Context: an optimization exercise on an open-source flow, tuned for small area, a short achievable clock period and few clock cycles per item. The choices shown serve that exercise and are no tape-out recipe. Function was checked by simulation only, so behaviour that the tests miss may differ from the original. No activity file was given, so power comes from the tool's default toggle rates.

==> design/flow/design.v <==
module sorting(
    input             clk_i,
    input             rst_ni,
    input             start_clear_i,  
    input [31:0]      nums_i,         
    output reg        valid_o,        
    output [31:0]     sorted_nums_o   
);
    function [7:0] ce;
        input [3:0] a, b;
        reg g, l, sel;
        reg [3:0] lo, hi;
        integer i;
        begin
            g = 1'b0;
            l = 1'b0;
            for (i = 3; i >= 0; i = i - 1) begin
                sel = ~l & (g | a[i]);
                lo[i] = sel ? b[i] : a[i];
                hi[i] = sel ? a[i] : b[i];
                g = sel & (g | ~b[i]);
                l = ~sel & (l | b[i]);
            end
            ce = {hi, lo};
        end
    endfunction
    wire [3:0] a0 = nums_i[3:0];
    wire [3:0] a1 = nums_i[7:4];
    wire [3:0] a2 = nums_i[11:8];
    wire [3:0] a3 = nums_i[15:12];
    wire [3:0] a4 = nums_i[19:16];
    wire [3:0] a5 = nums_i[23:20];
    wire [3:0] a6 = nums_i[27:24];
    wire [3:0] a7 = nums_i[31:28];
    wire [3:0] b0, b1, b2, b3, b4, b5, b6, b7;
    assign {b2, b0} = ce(a0, a2);
    assign {b3, b1} = ce(a1, a3);
    assign {b6, b4} = ce(a4, a6);
    assign {b7, b5} = ce(a5, a7);
    wire [3:0] c0, c1, c2, c3, c4, c5, c6, c7;
    assign {c4, c0} = ce(b0, b4);
    assign {c5, c1} = ce(b1, b5);
    assign {c6, c2} = ce(b2, b6);
    assign {c7, c3} = ce(b3, b7);
    wire [3:0] d0, d1, d2, d3, d4, d5, d6, d7;
    assign {d1, d0} = ce(c0, c1);
    assign {d3, d2} = ce(c2, c3);
    assign {d5, d4} = ce(c4, c5);
    assign {d7, d6} = ce(c6, c7);
    wire [3:0] f2, f3, f4, f5;
    assign {f4, f2} = ce(d2, d4);
    assign {f5, f3} = ce(d3, d5);
    reg [31:0] mid;
    always @(posedge clk_i) begin
        if (rst_ni == 1'b0)
            valid_o <= 1'b0;
        else
            valid_o <= start_clear_i;
    end
    always @(posedge clk_i) begin
        if (valid_o == 1'b0)
            mid <= {d7, d6, f5, f4, f3, f2, d1, d0};
    end
    wire [3:0] e0 = mid[3:0];
    wire [3:0] e1 = mid[7:4];
    wire [3:0] e2 = mid[11:8];
    wire [3:0] e3 = mid[15:12];
    wire [3:0] e4 = mid[19:16];
    wire [3:0] e5 = mid[23:20];
    wire [3:0] e6 = mid[27:24];
    wire [3:0] e7 = mid[31:28];
    wire [3:0] g1, g3, g4, g6;
    assign {g4, g1} = ce(e1, e4);
    assign {g6, g3} = ce(e3, e6);
    assign sorted_nums_o[3:0]  = e0;
    assign {sorted_nums_o[11:8],   sorted_nums_o[7:4]}   = ce(g1, e2);
    assign {sorted_nums_o[19:16],  sorted_nums_o[15:12]} = ce(g3, g4);
    assign {sorted_nums_o[27:24],   sorted_nums_o[23:20]}  = ce(e5, g6);
    assign sorted_nums_o[31:28] = e7;
endmodule
==> design/flow/flow/run.sh <==
#!/bin/bash
# The standard layout with two changes:
#  - synthesis is the standard flow's own script with its one ABC mapping call replaced by
#    the two in flow/split_abc.tcl (register names and every other step are
#    unchanged);
#  - the port buffers are plain buf_1 cells in place of the delay cells
#    buffer_ports picks by default. Every port still gets a buffer.
set -euo pipefail
W=$(pwd)
export FLOW_DIR="$W/flow"
awk -v f="$W/flow/split_abc.tcl" '
  $0 == "  log_cmd abc {*}$abc_args" { while ((getline l < f) > 0) print l; n++; next }
  { print }
  END { if (n != 1) exit 1 }' "$FLOW_HOME/scripts/synth.tcl" > "$W/flow_synth.tcl"
sed "s#source \$::env(SCRIPTS_DIR)/synth.tcl#source $W/flow_synth.tcl#" \
    "$W/synth_recipe.tcl" > "$W/flow_synth_recipe.tcl"
grep -q "flow_synth.tcl" "$W/flow_synth_recipe.tcl"
sed "s#SYNTH_SCRIPT=[^ ]*#SYNTH_SCRIPT=$W/flow_synth_recipe.tcl#" "$W/standard.sh" > "$W/flow_standard.sh"
grep -q "flow_synth_recipe.tcl" "$W/flow_standard.sh"
export BUFFER_PORTS_ARGS="-buffer_cell sky130_fd_sc_hd__buf_1"
bash "$W/flow_standard.sh" > "$W/flow_standard.log" 2>&1
==> design/flow/flow/map_in.abc <==
strash
dc2
dch
map -D 3000 -B 0.9
topo
stime -c
buffer -c
upsize -c
dnsize -c
==> design/flow/flow/map_out.abc <==
strash
dch
map -B 0.9
topo
stime -c
buffer -c
upsize -c
dnsize -c
==> design/flow/flow/split_abc.tcl <==
# Replaces synth.tcl's single abc call. The logic from the register to the
# outputs (the cone of sorted_nums_o, stopping at flip-flops) is mapped first
# with ORFS's delay-driven area script (map_out.abc); the rest, from the inputs
# to the register, is then mapped with map_in.abc, which adds a required time
# so ABC recovers area off the critical paths.
select -set outcone o:sorted_nums_o %ci*:-sky130_fd_sc_hd__edfxtp_1:-sky130_fd_sc_hd__dfxtp_1
log_cmd abc {*}[lreplace $abc_args 1 1 $::env(FLOW_DIR)/map_out.abc] @outcone
log_cmd abc {*}[lreplace $abc_args 1 1 $::env(FLOW_DIR)/map_in.abc]
==> design/flow/standard.sh <==
#!/bin/bash
# synth_recipe.tcl (not shown) runs the flow's synth.tcl, then flattens the netlist and writes it again
# the make line also repeats each setting of config.mk as NAME=value (left out here)
make -C /OpenROAD-flow-scripts/flow DESIGN_CONFIG=/design/flow/config.mk WORK_HOME=/design/flow/orfs CLKGATE_MAP_FILE= SYNTH_SCRIPT=/design/flow/synth_recipe.tcl "${@:-finish}"
==> design/flow/config.mk <==
export PLATFORM = sky130hd
export DESIGN_NAME = sorting
export DESIGN_NICKNAME = sorting
export VERILOG_FILES = /design/flow/design.v
export SDC_FILE = /design/flow/constraint.sdc
export NUM_CORES = 4
export LEC_CHECK = 0
export ABC_AREA = 1
export CAP_MARGIN = 20
export CORE_MARGIN = 2
export CORE_UTILIZATION = 55
export PLACE_DENSITY = 0.6
export SLEW_MARGIN = 20
==> design/flow/constraint.sdc <==
create_clock -name core_clock -period 8.0 [get_ports {clk_i}]
set_input_delay 1.6000 -clock core_clock [delete_from_list [all_inputs] [get_ports {clk_i}]]
set_output_delay 1.6000 -clock core_clock [all_outputs]
set_load 0.01 [all_outputs]
==> out/summary.txt, run 1 <==
status - complete, no violations
top-area cell type share of the netlist area - 0.293
max-slew violation count - 0
final wirelength - 8.25 mm
Pwr Density - 204 nW/µm²
CTS tree - built
worst slew pin tran - 622 ps
Post-Route Setup TNS - 0 ps
min Tclk post-route - 3490 ps
most used cell, CP - nand2_1
wire per inst - 10.4 µm
core area - 6310 µm²
# nets final - 749
Syn-to-layout area delta - 12.0%
DIE WIDTH - 84.7 µm
Hold Buf Count CTS - 0
crit path cell chain - o21ai_0 -> nand3_1 -> nand2_1 -> nand2_1 -> nand2_2 -> nand2_1 -> nand2_1 -> nand3_1 -> nand2_1 -> buf_1
Hold Crit Depth - 1
crit-path max cell delay - 460 ps
Yosys warnings - 1
Crit-path slowest cell - edfxtp_1
grt total ovfl - 0
Synthesized Nets - 675
cell leakage power - 2.30 nW
layout cell share with drive strength beyond 1 - 0.0657
initial antenna violation count - 0
critical path class - flip-flop to output pin
fill count - 652
initial core utilization - 0.567
Startpoint Class - flip-flop
FF-to-FF path depth - 1
worst hold path endpoint - mid[11]$_SDFFCE_PN0N_
IR drop worst, VDD - 0.000150 V
gpl congestion - 0.901
clock root cell - clkbuf_8
max cap viols - 0
largest area contributor in the netlist - nand2_1
Critical Path End Type - output pin
Reg2Reg Capture Point - mid[31]$_SDFFCE_PP1N_
R2R Path Start - valid_o$_SDFF_PN0_
n_diodes - 0
io pins - 68
DP HPWL - 7.23 mm
Cell Rows - 29
Seq/Total Area, Yosys - 0.274
hold path startpoint - valid_o$_SDFF_PN0_
post-CTS sizing - 0
Layout Cells excl Fill - 792
Largest delay share family, worst path - simple AND/OR/NAND/NOR gates
first-pass GRT wire length - 14.6 mm
synth unique cells - 27
Area contributors post-synth - nand2_1, edfxtp_1, inv_1
Setup Viol. Count Final - 0
total CTS buffers - 5
die area - 7170 µm²
PortBufs - 67
Tcrit/Tclk final - 0.436
Worst EP required - 6400 ps
clk slew on worst S/H paths - 60 ps
pin count of the biggest net entering global routing - 33
FF+latch count, synth - 33
CTS H-tree depth - 2
DR pass1 iterations - 5
placed cell count - 784
Post-CTS Setup Bufs - 0
fmax - 286 MHz
post-route ant nets - 0
R2R setup slack - 6840 ps
Slew headroom - 0.585
WP buf/inv - 1
synthesized area - 3580 µm²
clk latency of the worst-skew pair - 280 ps
Critical Path AT - 1890 ps
unrepaired setup endpoints after global routing - false
via count - 3981
gr usage total - 0.245
Syn Area/Cell - 5.60 µm²
initial DRC count - 229
Fin. Hold Viols - 0
clock skew - 3.02 ps
critical path fanouts, max - 5
Via-to-Cell Ratio - 5.03
Die Y - 84.7 µm
cells after synthesis - 640
Bufs on Longest Clock Path - 2
remaining routing DRC violations - 0
Hold/Removal Path Class - flip-flop to flip-flop
vias in the first global route - 3583
CTS sink count - 33
## state kept, by name (all words and copies together) (netlist names)
register  cells
mid          32
valid_o       1
## worst max path at each step
stage	from	end	slack [ps]	depth (start not counted)
after floorplan	nums_i[3]	mid[12]$_DFFE_PN_	4840	16
after global placement	nums_i[27]	mid[8]$_DFFE_PN_	4370	14
after detailed placement	nums_i[7]	mid[20]$_DFFE_PN_	4340	16
after CTS	mid[27]$_SDFFCE_PN0N_	sorted_nums_o[20]	4490	10
after global routing	mid[27]$_SDFFCE_PN0N_	sorted_nums_o[20]	4220	10
final	mid[27]$_SDFFCE_PN0N_	sorted_nums_o[20]	4510	10
## layer usage
layer | global-route usage | share of wire | wire [µm]
met5 | 0 | 0 | 0
met4 | 0.0880 | 0.026 | 212
met3 | 0.0187 | 0.032 | 261
met2 | 0.441 | 0.49 | 4000
met1 | 0.307 | 0.46 | 3770
## power breakdown
| part | internal [W] | total (W) | leakage, nW | switching (W) |
|---|---|---|---|---|
| Sequential | 0.000236 | 0.000256 | 0.338 | 0.0000200 |
| Combinational | 0.000148 | 0.000446 | 1.92 | 0.000298 |
| Clock | 0.0000601 | 0.000117 | 0.0450 | 0.0000565 |
| Total | 0.000444 | 0.000819 | 2.30 | 0.000375 |
## cell families (layout without fill, tap and decap cells)
group | count (synthesis) | count (layout) | share of synthesized area
AOI/OAI and AO/OA | 74 | 74 | 0.117
and+or+nand+nor | 426 | 426 | 0.497
DFF | 33 | 33 | 0.274
buffers and inverters | 107 | 182 | 0.112
## cells in the final DEF (no fill, tap or decap)
cell | synthesis | routed
clkbuf_8 | 0 | 5
edfxtp_1 | 32 | 32
nand2_1 | 280 | 280
o22ai_1 | 6 | 6
o21ai_2 | 4 | 4
o211ai_1 | 1 | 1
nand3b_1 | 1 | 1
o21ai_0 | 35 | 35
nand2b_1 | 1 | 1
clkbuf_1 | 0 | 1
o21ai_1 | 13 | 13
a31oi_1 | 2 | 2
buf_1 | 0 | 67
inv_1 | 95 | 94
inv_2 | 12 | 13
o21a_1 | 1 | 1
clkinv_2 | 0 | 2
dfxtp_1 | 1 | 1
nor2_1 | 48 | 48
a21boi_0 | 1 | 1
nand3_1 | 68 | 68
a21oi_1 | 6 | 6
nand3_2 | 5 | 5
or2_0 | 1 | 1
nand2_2 | 16 | 16
a22oi_1 | 2 | 2
o21bai_1 | 1 | 1
or2_1 | 5 | 5
nor2_2 | 1 | 1
o21bai_2 | 1 | 1
a22o_1 | 1 | 1
## through the flow
stage | utilization | total power [W] | setup WS, ps | instance area (µm²) | hold WS (ps)
3_3_place_gp | 0.622 | 0.000694 | 4370 | 3930 | 1130
5_1_grt | 0.636 | 0.000908 | 4220 | 4010 | 929
2_1_floorplan | - | 0.000592 | 4840 | 3580 | 1060
6_report | 0.636 | 0.000819 | 4510 | 4010 | 853
4_1_cts | 0.636 | 0.000821 | 4490 | 4010 | 1180
3_5_place_dp | 0.622 | 0.000704 | 4340 | 3930 | 1170
## synthesized netlist by cell type (all sizes together)
cell type,instances
a21boi,1
a21oi,6
a22o,1
a22oi,2
a31oi,2
dfxtp,1
edfxtp,32
inv,107
nand2,296
nand2b,1
nand3,73
nand3b,1
nor2,49
o211ai,1
o21a,1
o21ai,52
o21bai,2
o22ai,6
or2,6
## area by class of cell
class | instances | area (µm²) | share of cell area
Multi-Input combinational cell | 500 | 2200 | 0.548
Sequential cell | 33 | 981 | 0.244
Inverter | 107 | 402 | 0.100
Timing Repair Buffer | 67 | 251 | 0.0627
Tap cell | 77 | 96.3 | 0.0240
Clock buffer | 6 | 72.6 | 0.0181
Clock inverter | 2 | 10.0 | 0.00249
Testbench counts, summed over its fixed seeds: cycles 4,000, sorts 2,000.
==> inputs of run 2 (changes only) <==
--- a/design/flow/design.v
+++ b/design/flow/design.v
@@ -8,18 +8,19 @@
 );
     function [7:0] ce;
         input [3:0] a, b;
-        reg g, l, sel;
+        reg g, l, sl, sh;
         reg [3:0] lo, hi;
         integer i;
         begin
-            g = 1'b0;
-            l = 1'b0;
+            g = 1'b0;    
+            l = 1'b0;    
             for (i = 3; i >= 0; i = i - 1) begin
-                sel = ~l & (g | a[i]);
-                lo[i] = sel ? b[i] : a[i];
-                hi[i] = sel ? a[i] : b[i];
-                g = sel & (g | ~b[i]);
-                l = ~sel & (l | b[i]);
+                sl = g | (~l & ~b[i]);
+                sh = g | (~l & a[i]);
+                lo[i] = sl ? b[i] : a[i];
+                hi[i] = sh ? a[i] : b[i];
+                g = sh & (g | ~b[i]);
+                l = ~sh & (l | b[i]);
             end
             ce = {hi, lo};
         end
==> run 2 against run 1 <==
Effect of this change:
- non-clock buffer count unchanged
- clock skew about the same
- critical path depth increased by 4
- area after synthesis decreased by 3.2%
- sequential share of layout area increased by 0.75 points
- total power decreased by 3.2%
- flip-flop and latch count unchanged
- count of clock-buffer cells in the layout decreased by 1
- clock power about the same
- worst hold slack got worse by 3.1 ps
- wire length increased by 4.5%
- critical path type unchanged
- largest power group unchanged
==> out/summary.txt, run 2 <==
first-pass GRT wire length - 14.7 mm
Startpoint Class - flip-flop
max-slew violation count - 0
min Tclk post-route - 3490 ps
final wirelength - 8.62 mm
most frequent cells in the layout - nand2_1, inv_1, nand3_1
Largest delay share family, worst path - simple AND/OR/NAND/NOR gates
CTS sink count - 33
IR drop worst, VDD - 0.000143 V
initial DRC count - 234
# nets final - 736
number of flip-flops in the largest register - 32
core area - 5990 µm²
critical path fanouts, max - 6
synth cell count leaders - nand2_1, inv_1, nand3_1
cells after synthesis - 627
Pwr Density - 204 nW/µm²
Fin. Hold Viols - 0
most common cell in the netlist - nand2_1
initial antenna violation count - 0
Tcrit/Tclk final - 0.436
DP HPWL - 7.37 mm
hold path startpoint - valid_o$_SDFF_PN0_
Via-to-Cell Ratio - 5.08
DIE WIDTH - 83.4 µm
CTS tree - built
NetSw - 0.000361 W
wire per inst - 11.1 µm
CTS H-tree depth - 2
largest area contributor in the netlist - nand2_1
largest family of logic cells by synthesized area - simple AND/OR/NAND/NOR gates
FF-to-FF path depth - 1
Post-Route Setup TNS - 0 ps
crit-path max cell delay - 480 ps
Post-Synth Adder-Cell Area - 0
utilization after layout - 0.650
via count - 3951
Hold Crit Depth - 1
synth unique cells - 24
FF+latch area - 981 µm²
pre-CTS setup slack - 4310 ps
io pins - 68
Yosys warnings - 1
synthesized area - 3470 µm²
fmax - 286 MHz
Critical Path End Type - output pin
Crit-path slowest cell - edfxtp_1
post-route ant nets - 0
most common cell after layout, fill and taps aside - nand2_1
layout cell share with drive strength beyond 1 - 0.0470
Syn-to-layout area delta - 12.3%
clock root cell - clkbuf_8
number of enable flip-flop cells after synthesis - 32
remaining routing DRC violations - 0
top-area cell type share of the netlist area - 0.315
simple-gate share of the synthesized area - 0.507
asr flop ratio synth - 0
Main synth FF type - edfxtp_1
largest registers - mid x32, valid_o x1
clock skew - 2.89 ps
PortBufs - 67
internal power - 0.000432 W
status - complete, no violations
Multi-input gate area - 2080 µm²
clock share of power - 0.147
worst setup margin - 4510 ps
Syn Area/Cell - 5.53 µm²
n_diodes - 0
Post-CTS Setup Bufs - 0
Synthesized Nets - 662
clk latency of the worst-skew pair - 280 ps
compound-gate portion of the synthesized area - 0.0935
die area - 6950 µm²
unrepaired setup endpoints after global routing - false
critical path class - flip-flop to output pin
max cap viols - 0
Die Y - 83.4 µm
WP buf/inv - 4
most used cell, CP - nand2_1
Hold/Removal Path Class - flip-flop to flip-flop
cell leakage power - 2.27 nW
initial core utilization - 0.579
Critical Path AT - 1890 ps
Cell Rows - 28
Critical path origin - mid[7]$_SDFFCE_PP1N_
vias in the first global route - 3487
crit path cell chain - inv_1 -> nand2_1 -> nand2_1 -> nand2_1 -> nand2_1 -> nand2_1 -> nand2_1 -> nand2_1 -> nand2_1 -> inv_1 -> nand2_1 -> nand2_1 -> inv_1 -> buf_1
clk slew on worst S/H paths - 70 ps
gpl congestion - 0.945
grt total ovfl - 0
post-CTS sizing - 0
Bufs on Longest Clock Path - 2
worst slew pin tran - 629 ps
Setup Viol. Count Final - 0
gr usage total - 0.251
CP Depth - 14
Sequential Power Share - 0.321
Biggest register - mid
Hold Buf Count CTS - 0
Slew headroom - 0.580
share of total power in combinational logic - 0.532
xor/xnor cell area share of the yosys netlist - 0
fill count - 552
sw frac - 0.455
FF+latch count, synth - 33
DR pass1 iterations - 6
total CTS buffers - 5
pin count of the biggest net entering global routing - 33
post-synthesis mux area share - 0
Worst EP required - 6400 ps
R2R Path Start - valid_o$_SDFF_PN0_
Area contributors post-synth - nand2_1, edfxtp_1, nand3_1
Seq/Total Area, Yosys - 0.283
## run 2: path summary, 6_finish.rpt
kind | to | slack, ps
max | sorted_nums_o[12] | 4510
min reg2reg | mid[26]$_DFFE_PN_ | 850
max reg2reg | mid[10]$_DFFE_PN_ | 6840
min | mid[26]$_DFFE_PN_ | 850
## run 2: area by class of cell
cell class                 instances  area share
clock buffer                       5      0.0177
clock inverter                     3     0.00321
inverter                         108       0.104
multi-input combinational        486       0.534
sequential                        33       0.252
tap                               75      0.0241
timing repair buffer              67      0.0646
## run 2: metrics by stage
step	instances	cell area (µm²)	total power (W)	hold slack [ps]
global route	777	3890	0.000872	916
floorplan	627	3470	0.000566	1060
detailed placement	769	3810	0.000677	1160
CTS	777	3890	0.000790	1180
global placement	769	3810	0.000665	1120
finish	777	3890	0.000792	850
## run 2: logic make-up (layout without fill, tap and decap cells)
| kind of cell | count (synthesis) | count (layout) |
|---|---|---|
| and+or+nand+nor | 429 | 429 |
| buffers and inverters | 108 | 183 |
| AOI/OAI and AO/OA | 57 | 57 |
| DFF | 33 | 33 |
## run 2: routing by layer
metal / up-vias / wire [µm] / share of wire / global-route usage
li1: 2117 / - / - / -
met1: 1698 / 3840 / 0.45 / 0.318
met2: 119 / 4220 / 0.49 / 0.453
met3: 17 / 383 / 0.044 / 0.0169
met4: 0 / 174 / 0.020 / 0.0805
met5: - / 0 / 0 / 0
## run 2: power by group through the flow
stage          clock (W)  combinational (W)  sequential [W]
6_report        0.000116           0.000422        0.000254
5_1_grt         0.000124           0.000490        0.000258
4_1_cts         0.000116           0.000420        0.000254
3_5_place_dp           0           0.000419        0.000258
3_3_place_gp           0           0.000409        0.000256
2_1_floorplan          0           0.000312        0.000254
Testbench counts of run 2, summed over its fixed seeds: cycles 4,000, sorts 2,000.

## what the ideal ports hide
The results above use ideal ports. As a check the final layouts listed here were re-extracted and re-timed, cells and wires unchanged. Step 1 assumes that a clkbuf_16 drives the clock port and a buf_2 every other input. Step 2, shift: input delay + t, output delay - t, t = (earliest + latest rising clock arrival at the registers) / 2. This alone moves slack from input paths to output paths. a / b / c = no drivers / after step 1 / after step 2; a / b = the first two.
| run | t (ns) | slack for setup (ns) | clock arrival spread, ns | worst slew at a driven data input, ns |
|---|---|---|---|---|
| run 1 | 0.308 | 4.508 / 4.482 / 4.276 | 0.003 / 0.003 | 0.04 |
| run 2 | 0.304 | 4.509 / 4.482 / 4.255 | 0.005 / 0.005 | 0.04 |
After both steps setup and hold are still met in every run listed. For run 2, which loses most, drivers alone change the setup slack by -0.027 ns; drivers and shift together by -0.254 ns.
